From an optimization exercise on the open Yosys and OpenROAD flow, aimed at small area, a short achievable clock period and few clock cycles; shortcuts taken in it are not production practice. In this exercise RTL edits were held to simulation tests only and were not proved equivalent to the original.

==> v36: inputs <==
==> flow/design.v <==
module JAM (
input CLK,
input RST,
output reg [2:0] W,
output reg [2:0] J,
input [6:0] Cost,
output reg [3:0] MatchCount,
output reg [9:0] MinCost,
output reg Valid );
localparam [2:0] PH_HUNG = 3'd0, PH_AUG = 3'd1, PH_TIGHT = 3'd2, PH_RYS = 3'd3, PH_DONE = 3'd4;
localparam [3:0] ROOT = 4'b1000;
integer k;
reg [2:0] ph;
reg       s0v, s0k, s0first, s0last, s0trr, s0lazy, s0zero, s0t, s0rf, s0rl;
reg [7:0] rem;
reg [2:0] i;             
reg [3:0] j0;            
reg [7:0] used, usedprev;
reg [6:0] Dprev;
reg [8:0] K;
reg [7:0] bestD;         
reg [2:0] bj, bp;
reg       bpv;
reg [7:0] tmask;
reg [2:0] ja;
reg [7:0] M   [0:7];     
reg [6:0] w   [0:7];     
reg [3:0] way [0:7];
reg [2:0] p   [0:7];
reg [7:0] pv;
reg       s1v, s1k, s1first, s1last, s1trr, s1lazy, s1zero, s1t, s1rf, s1rl;
reg [2:0] s1c, s1r;
reg       s2v, s2k, s2first, s2last, s2trr, s2t, s2rf, s2rl;
reg [2:0] s2c, s2r;
reg [6:0] cost_q, wq;
reg [7:0] Mq1;
reg       s3v, s3k, s3first, s3last, s3trr, s3t, s3rf, s3rl;
reg [2:0] s3c, s3r;
reg [7:0] yq, Mq2;
reg [2:0] pq;
reg       pvq;
reg [6:0] rs;
reg [3:0] r [0:7];
reg       rlast;
reg       pvld, plast, ppar;
reg [3:0] prd;
wire [6:0] rx = rs + 7'd1;
reg  [2:0] rb;
always @(*) begin
    rb = 3'd6;
    for (k = 5; k >= 0; k = k - 1) if (rx[k]) rb = k;
end
wire [2:0] rg   = rb + 3'd1;
wire [7:0] rxs  = {1'b0, rx};
wire       radd = ~rxs[rb + 3'd1];
wire [2:0] mra = (ph == PH_RYS) ? rg : s1c;
wire [7:0] mr  = M[mra];
wire [6:0] wr  = w[s1c];
wire [7:0] wlz = {1'b0, wr} + {1'b0, Dprev} - mr;
wire [6:0] wl  = s1zero ? 7'd0 : (s1lazy & usedprev[s1c]) ? wlz[6:0] : wr;
wire [7:0] sum8  = {1'b0, cost_q} + {1'b0, wq};
wire [8:0] yfull = {1'b0, sum8} + K;
wire [7:0] ysat  = (yfull[8] | yfull[7]) ? 8'h80 : {1'b0, yfull[6:0]};
wire [8:0] knew  = {1'b0, bestD} - {1'b0, sum8};
wire       upd  = s3first | (yq < Mq2);
wire [7:0] Mn   = upd ? yq : Mq2;
wire       take = s3trr | (Mn < bestD);
wire [7:0] nD   = take ? Mn  : bestD;
wire [2:0] nj   = take ? s3c : bj;
wire [2:0] np   = take ? pq  : bp;
wire       npv  = take ? pvq : bpv;
wire       hscan = s3v & ~s3k & ~s3t;
wire [7:0] c3bit = 8'd1 << s3c;
wire       tlt   = s3rf | (yq < bestD);
wire       teq   = (yq == bestD);
wire [7:0] nmask = tlt ? c3bit : teq ? (tmask | c3bit) : tmask;
wire [7:0] rlow  = rem & (~rem + 8'd1);
reg  [2:0] rlowi;
always @(*) begin
    rlowi = 3'd0;
    for (k = 7; k >= 0; k = k - 1) if (rlow[k]) rlowi = k;
end
wire [7:0] remn = rem & ~rlow;
wire [3:0] jw = way[ja];
reg [3:0] pa, pb;
always @(*) begin
    pa = r[0];
    pb = r[0] + {3'd0, M[0][0]};
    for (k = 1; k < 8; k = k + 1) begin
        pa = pa * r[k];
        pb = pb * (r[k] + {3'd0, M[0][k]});
    end
end
always @(posedge CLK) begin
    cost_q <= Cost;
    wq     <= wl;
    Mq1    <= mr;
    if (s1v & (s1zero | s1lazy)) w[s1c] <= wl;
    yq  <= ysat;
    Mq2 <= Mq1;
    pq  <= p[s2c];
    pvq <= pv[s2c];
    if (hscan) begin
        if (upd) begin
            M[s3c]   <= yq;
            way[s3c] <= j0;
        end
        bestD <= nD;
        bj    <= nj;
        bp    <= np;
        bpv   <= npv;
    end
    if (s3v & s3t) begin
        bestD <= tlt ? yq : bestD;
        tmask <= nmask;
        if (s3rl)
            for (k = 0; k < 8; k = k + 1) M[k][s3r] <= nmask[k];
    end
    if (ph == PH_AUG)
        p[ja] <= jw[3] ? i : p[jw[2:0]];
    if (ph == PH_TIGHT & s3v & s3rl & (s3r == 3'd7)) begin
        for (k = 0; k < 8; k = k + 1) r[k] <= 4'd0;
    end else if (ph == PH_RYS & ~rlast) begin
        for (k = 0; k < 8; k = k + 1)
            if (mr[k]) r[k] <= radd ? r[k] + 4'd1 : r[k] - 4'd1;
    end
    prd  <= pa - pb;
    ppar <= rs[0];
end
always @(posedge CLK or posedge RST) begin
    if (RST) begin
        ph <= PH_HUNG;
        W <= 3'd0; J <= 3'd0;
        s0v <= 1'b1; s0k <= 1'b0; s0first <= 1'b1; s0last <= 1'b0; s0trr <= 1'b1;
        s0lazy <= 1'b0; s0zero <= 1'b1; s0t <= 1'b0; s0rf <= 1'b0; s0rl <= 1'b0;
        rem <= 8'hFE;
        i <= 3'd0; j0 <= ROOT;
        used <= 8'd0; usedprev <= 8'd0; Dprev <= 7'd0;
        pv <= 8'd0; ja <= 3'd0;
        s1v <= 1'b0; s2v <= 1'b0; s3v <= 1'b0;
        s1k <= 1'b0; s1first <= 1'b0; s1last <= 1'b0; s1trr <= 1'b0; s1lazy <= 1'b0;
        s1zero <= 1'b0; s1t <= 1'b0; s1rf <= 1'b0; s1rl <= 1'b0; s1c <= 3'd0; s1r <= 3'd0;
        s2k <= 1'b0; s2first <= 1'b0; s2last <= 1'b0; s2trr <= 1'b0; s2t <= 1'b0;
        s2rf <= 1'b0; s2rl <= 1'b0; s2c <= 3'd0; s2r <= 3'd0;
        s3k <= 1'b0; s3first <= 1'b0; s3last <= 1'b0; s3trr <= 1'b0; s3t <= 1'b0;
        s3rf <= 1'b0; s3rl <= 1'b0; s3c <= 3'd0; s3r <= 3'd0;
        rs <= 7'd0; rlast <= 1'b0; pvld <= 1'b0; plast <= 1'b0;
        MinCost <= 10'd0; MatchCount <= 4'd0; Valid <= 1'b0;
        K <= 9'd0;
    end else begin
        s1v <= s0v; s1k <= s0k; s1first <= s0first; s1last <= s0last; s1trr <= s0trr;
        s1lazy <= s0lazy; s1zero <= s0zero; s1t <= s0t; s1rf <= s0rf; s1rl <= s0rl;
        s1c <= J; s1r <= W;
        s2v <= s1v; s2k <= s1k; s2first <= s1first; s2last <= s1last; s2trr <= s1trr;
        s2t <= s1t; s2rf <= s1rf; s2rl <= s1rl; s2c <= s1c; s2r <= s1r;
        s3v <= s2v; s3k <= s2k; s3first <= s2first; s3last <= s2last; s3trr <= s2trr;
        s3t <= s2t; s3rf <= s2rf; s3rl <= s2rl; s3c <= s2c; s3r <= s2r;
        if (s2v & s2k) K <= knew;
        if (s0v) begin
            if (s0t) begin
                if ((W == 3'd7) & (J == 3'd7)) begin
                    s0v <= 1'b0;
                end else begin
                    J <= J + 3'd1;
                    if (J == 3'd7) W <= W + 3'd1;
                    s0rf <= (J == 3'd7);
                    s0rl <= (J == 3'd6);
                    s0lazy <= s0lazy & (J != 3'd7);
                end
            end else if (rem == 8'd0) begin
                s0v <= 1'b0;
            end else begin
                J <= rlowi;
                rem <= remn;
                s0k <= 1'b0;
                s0trr <= s0k;
                s0last <= (remn == 8'd0);
            end
        end
        case (ph)
        PH_HUNG: begin
            if (hscan & s3last) begin
                if (npv) begin
                    used <= used | (8'd1 << nj);
                    j0 <= {1'b0, nj};
                    W <= np; J <= nj;
                    rem <= ~used & ~(8'd1 << nj);
                    s0v <= 1'b1; s0k <= 1'b1; s0first <= 1'b0; s0last <= 1'b0; s0trr <= 1'b0;
                    s0lazy <= 1'b0; s0zero <= 1'b0;
                end else begin
                    MinCost <= MinCost + {2'd0, nD};
                    ja <= nj;
                    ph <= PH_AUG;
                end
            end
        end
        PH_AUG: begin
            pv[ja] <= 1'b1;
            if (jw[3]) begin
                usedprev <= used; Dprev <= bestD[6:0]; used <= 8'd0;
                K <= 9'd0;
                j0 <= ROOT;
                W <= (i == 3'd7) ? 3'd0 : i + 3'd1;
                J <= 3'd0;
                s0v <= 1'b1; s0k <= 1'b0; s0first <= 1'b1; s0last <= 1'b0; s0trr <= 1'b1;
                s0lazy <= 1'b1; s0zero <= 1'b0;
                rem <= 8'hFE;
                if (i == 3'd7) begin
                    ph <= PH_TIGHT;
                    s0t <= 1'b1; s0rf <= 1'b1; s0rl <= 1'b0; s0first <= 1'b0; s0trr <= 1'b0;
                end else begin
                    ph <= PH_HUNG;
                    i <= i + 3'd1;
                end
            end else begin
                ja <= jw[2:0];
            end
        end
        PH_TIGHT: begin
            if (s3v & s3rl & (s3r == 3'd7)) begin
                ph <= PH_RYS;
                rs <= 7'd0;
                rlast <= 1'b0;
                pvld <= 1'b0;
                MatchCount <= 4'd0;
            end
        end
        PH_RYS: begin
            pvld  <= ~rlast;
            plast <= ~rlast & (rs == 7'd127);
            if (rs == 7'd127) rlast <= 1'b1;
            else rs <= rx;
            if (pvld) MatchCount <= MatchCount + (ppar ? (4'd0 - prd) : prd);
            if (plast) begin
                ph <= PH_DONE;
                Valid <= 1'b1;
            end
        end
        default: ;
        endcase
    end
end
endmodule
==> flow/run.sh <==
#!/bin/bash
# synth_recipe.tcl (not shown) runs the flow's synth.tcl, then flattens the netlist and writes it again
# the make line also repeats each setting of config.mk as NAME=value (left out here)
make -C /OpenROAD-flow-scripts/flow DESIGN_CONFIG=/design/flow/config.mk WORK_HOME=/design/flow/orfs CLKGATE_MAP_FILE= SYNTH_SCRIPT=/design/flow/synth_recipe.tcl finish
==> flow/config.mk <==
export PLATFORM = sky130hd
export DESIGN_NAME = JAM
export DESIGN_NICKNAME = JAM
export VERILOG_FILES = /design/flow/design.v
export SDC_FILE = /design/flow/constraint.sdc
export NUM_CORES = 4
export LEC_CHECK = 0
export CAP_MARGIN = 20
export CORE_MARGIN = 2
export CORE_UTILIZATION = 40
export SLEW_MARGIN = 20
==> flow/constraint.sdc <==
create_clock -name core_clock -period 6.0 [get_ports {CLK}]
set_input_delay 1.2000 -clock core_clock [delete_from_list [all_inputs] [get_ports {CLK}]]
set_output_delay 1.2000 -clock core_clock [all_outputs]
set_load 0.01 [all_outputs]
==> v17 (differences from v36) <==
--- a/flow/design.v
+++ b/flow/design.v
@@ -40,18 +40,72 @@
 reg [2:0] pq;
 reg       pvq;
-reg [6:0] rs;
+reg [6:0] rc;
 reg [3:0] r [0:7];
 reg       rlast;
 reg       pvld, plast, ppar;
-reg [3:0] prd;
-wire [6:0] rx = rs + 7'd1;
+reg [3:0] P00, P01, P10, P11;
 reg  [2:0] rb;
 always @(*) begin
     rb = 3'd6;
-    for (k = 5; k >= 0; k = k - 1) if (rx[k]) rb = k;
-end
-wire [2:0] rg   = rb + 3'd1;
-wire [7:0] rxs  = {1'b0, rx};
-wire       radd = ~rxs[rb + 3'd1];
+    for (k = 5; k >= 0; k = k - 1) if (rc[k]) rb = k;
+end
+wire [2:0] rg   = rb + 3'd2;
+wire       radd = ~rc[rb + 3'd1];
+function [5:0] lg;
+    input [3:0] v;
+    case (v)
+        4'd1:    lg = 6'b0_00_0_00;
+        4'd2:    lg = 6'b0_01_0_00;
+        4'd3:    lg = 6'b0_00_1_11;
+        4'd4:    lg = 6'b0_10_0_00;
+        4'd5:    lg = 6'b0_00_0_01;
+        4'd6:    lg = 6'b0_01_1_11;
+        4'd7:    lg = 6'b0_00_1_10;
+        4'd8:    lg = 6'b0_11_0_00;
+        4'd9:    lg = 6'b0_00_0_10;
+        4'd10:   lg = 6'b0_01_0_01;
+        default: lg = 6'b1_00_0_00;
+    endcase
+endfunction
+function [3:0] prod8;
+    input [31:0] f;
+    reg [5:0] l;
+    reg       z, sg;
+    reg [4:0] e;
+    reg [1:0] kk;
+    reg [3:0] od;
+    integer   n;
+    begin
+        z = 1'b0; sg = 1'b0; e = 5'd0; kk = 2'd0;
+        for (n = 0; n < 8; n = n + 1) begin
+            l  = lg(f[4*n +: 4]);
+            z  = z | l[5];
+            e  = e + {3'd0, l[4:3]};
+            sg = sg ^ l[2];
+            kk = kk + l[1:0];
+        end
+        case ({sg, kk})
+            3'b000: od = 4'd1;
+            3'b001: od = 4'd5;
+            3'b010: od = 4'd9;
+            3'b011: od = 4'd13;
+            3'b100: od = 4'd15;
+            3'b101: od = 4'd11;
+            3'b110: od = 4'd7;
+            default: od = 4'd3;
+        endcase
+        prod8 = (z | (e > 5'd3)) ? 4'd0 : (od << e[1:0]);
+    end
+endfunction
+reg [31:0] f00, f01, f10, f11;
+always @(*) begin
+    for (k = 0; k < 8; k = k + 1) begin
+        f00[4*k +: 4] = r[k];
+        f01[4*k +: 4] = r[k] + {3'd0, M[0][k]};
+        f10[4*k +: 4] = r[k] + {3'd0, M[1][k]};
+        f11[4*k +: 4] = r[k] + {3'd0, M[0][k]} + {3'd0, M[1][k]};
+    end
+end
+wire [3:0] d4 = P00 - P01 - P10 + P11;
 wire [2:0] mra = (ph == PH_RYS) ? rg : s1c;
 wire [7:0] mr  = M[mra];
@@ -83,14 +137,12 @@
 wire [7:0] remn = rem & ~rlow;
 wire [3:0] jw = way[ja];
-reg [3:0] pa, pb;
-always @(*) begin
-    pa = r[0];
-    pb = r[0] + {3'd0, M[0][0]};
-    for (k = 1; k < 8; k = k + 1) begin
-        pa = pa * r[k];
-        pb = pb * (r[k] + {3'd0, M[0][k]});
-    end
-end
 always @(posedge CLK) begin
+    s1k <= s0k; s1first <= s0first; s1last <= s0last; s1trr <= s0trr;
+    s1lazy <= s0lazy; s1zero <= s0zero; s1t <= s0t; s1rf <= s0rf; s1rl <= s0rl;
+    s1c <= J; s1r <= W;
+    s2k <= s1k; s2first <= s1first; s2last <= s1last; s2trr <= s1trr;
+    s2t <= s1t; s2rf <= s1rf; s2rl <= s1rl; s2c <= s1c; s2r <= s1r;
+    s3k <= s2k; s3first <= s2first; s3last <= s2last; s3trr <= s2trr;
+    s3t <= s2t; s3rf <= s2rf; s3rl <= s2rl; s3c <= s2c; s3r <= s2r;
     cost_q <= Cost;
     wq     <= wl;
@@ -125,6 +177,9 @@
             if (mr[k]) r[k] <= radd ? r[k] + 4'd1 : r[k] - 4'd1;
     end
-    prd  <= pa - pb;
-    ppar <= rs[0];
+    P00  <= prod8(f00);
+    P01  <= prod8(f01);
+    P10  <= prod8(f10);
+    P11  <= prod8(f11);
+    ppar <= ~rc[0];
 end
 always @(posedge CLK or posedge RST) begin
@@ -139,21 +194,9 @@
         pv <= 8'd0; ja <= 3'd0;
         s1v <= 1'b0; s2v <= 1'b0; s3v <= 1'b0;
-        s1k <= 1'b0; s1first <= 1'b0; s1last <= 1'b0; s1trr <= 1'b0; s1lazy <= 1'b0;
-        s1zero <= 1'b0; s1t <= 1'b0; s1rf <= 1'b0; s1rl <= 1'b0; s1c <= 3'd0; s1r <= 3'd0;
-        s2k <= 1'b0; s2first <= 1'b0; s2last <= 1'b0; s2trr <= 1'b0; s2t <= 1'b0;
-        s2rf <= 1'b0; s2rl <= 1'b0; s2c <= 3'd0; s2r <= 3'd0;
-        s3k <= 1'b0; s3first <= 1'b0; s3last <= 1'b0; s3trr <= 1'b0; s3t <= 1'b0;
-        s3rf <= 1'b0; s3rl <= 1'b0; s3c <= 3'd0; s3r <= 3'd0;
-        rs <= 7'd0; rlast <= 1'b0; pvld <= 1'b0; plast <= 1'b0;
+        rc <= 7'd1; rlast <= 1'b0; pvld <= 1'b0; plast <= 1'b0;
         MinCost <= 10'd0; MatchCount <= 4'd0; Valid <= 1'b0;
         K <= 9'd0;
     end else begin
-        s1v <= s0v; s1k <= s0k; s1first <= s0first; s1last <= s0last; s1trr <= s0trr;
-        s1lazy <= s0lazy; s1zero <= s0zero; s1t <= s0t; s1rf <= s0rf; s1rl <= s0rl;
-        s1c <= J; s1r <= W;
-        s2v <= s1v; s2k <= s1k; s2first <= s1first; s2last <= s1last; s2trr <= s1trr;
-        s2t <= s1t; s2rf <= s1rf; s2rl <= s1rl; s2c <= s1c; s2r <= s1r;
-        s3v <= s2v; s3k <= s2k; s3first <= s2first; s3last <= s2last; s3trr <= s2trr;
-        s3t <= s2t; s3rf <= s2rf; s3rl <= s2rl; s3c <= s2c; s3r <= s2r;
+        s1v <= s0v; s2v <= s1v; s3v <= s2v;
         if (s2v & s2k) K <= knew;
         if (s0v) begin
@@ -220,5 +263,5 @@
             if (s3v & s3rl & (s3r == 3'd7)) begin
                 ph <= PH_RYS;
-                rs <= 7'd0;
+                rc <= 7'd1;
                 rlast <= 1'b0;
                 pvld <= 1'b0;
@@ -228,8 +271,8 @@
         PH_RYS: begin
             pvld  <= ~rlast;
-            plast <= ~rlast & (rs == 7'd127);
-            if (rs == 7'd127) rlast <= 1'b1;
-            else rs <= rx;
-            if (pvld) MatchCount <= MatchCount + (ppar ? (4'd0 - prd) : prd);
+            plast <= ~rlast & rc[6];
+            if (rc[6]) rlast <= 1'b1;
+            else rc <= rc + 7'd1;
+            if (pvld) MatchCount <= MatchCount + (ppar ? (4'd0 - d4) : d4);
             if (plast) begin
                 ph <= PH_DONE;
==> reports/results.txt <==
Layout Check Fails: setup timing
final-report setup violation count: 2
status: failed layout checks
Final Instance Area: 26500 um2
setup ws final: -2130 ps
-- figures above: v36

==> reports/results.txt <==
initial antenna violation count: 1
setup ws final: 68.5 ps
FILL cells: 7395
fin crit period: 5930 ps
area share of buffers outside the clock network: 5.63%
final hold slack: 322 ps
final-report setup violation count: 0
Final Instance Area: 37400 um2
synth top area cells: edfxtp_1, ha_1, dfxtp_1
status: timing/DRC/antenna clean
-- figures above: v17

Testbench counts of v36, summed over its fixed seeds: cycles 4,894.
Testbench counts of v17, summed over its fixed seeds: cycles 4,126.

[re-timing with driven ports]
No port has a modelled driver above. Below, the same layouts with a new extraction and two added sets of constraints.
Step 1: set_driving_cell puts a clkbuf_16 on CLK and a buf_2 on each other input, an assumption about the parent block.
Step 2 times the ports against the registers' clock, not the clock port: input delays grow and output delays shrink by t, the midpoint of the rising clock arrivals with the driver on.
Three values: no drivers, after step 1, after step 2; two values: the first two.
run	shift t [ns]	setup WS [ns]	worst hold slack (ns)	worst register clock-pin slew, ns	worst data-port slew with drivers (ns)
v36	0.627	-2.134 / -2.134 / -2.134	0.328 / 0.328 / 0.328	0.06 / 0.06	0.04
v17	0.679	0.068 / 0.068 / 0.068	0.322 / 0.322 / 0.322	0.08 / 0.08	0.04
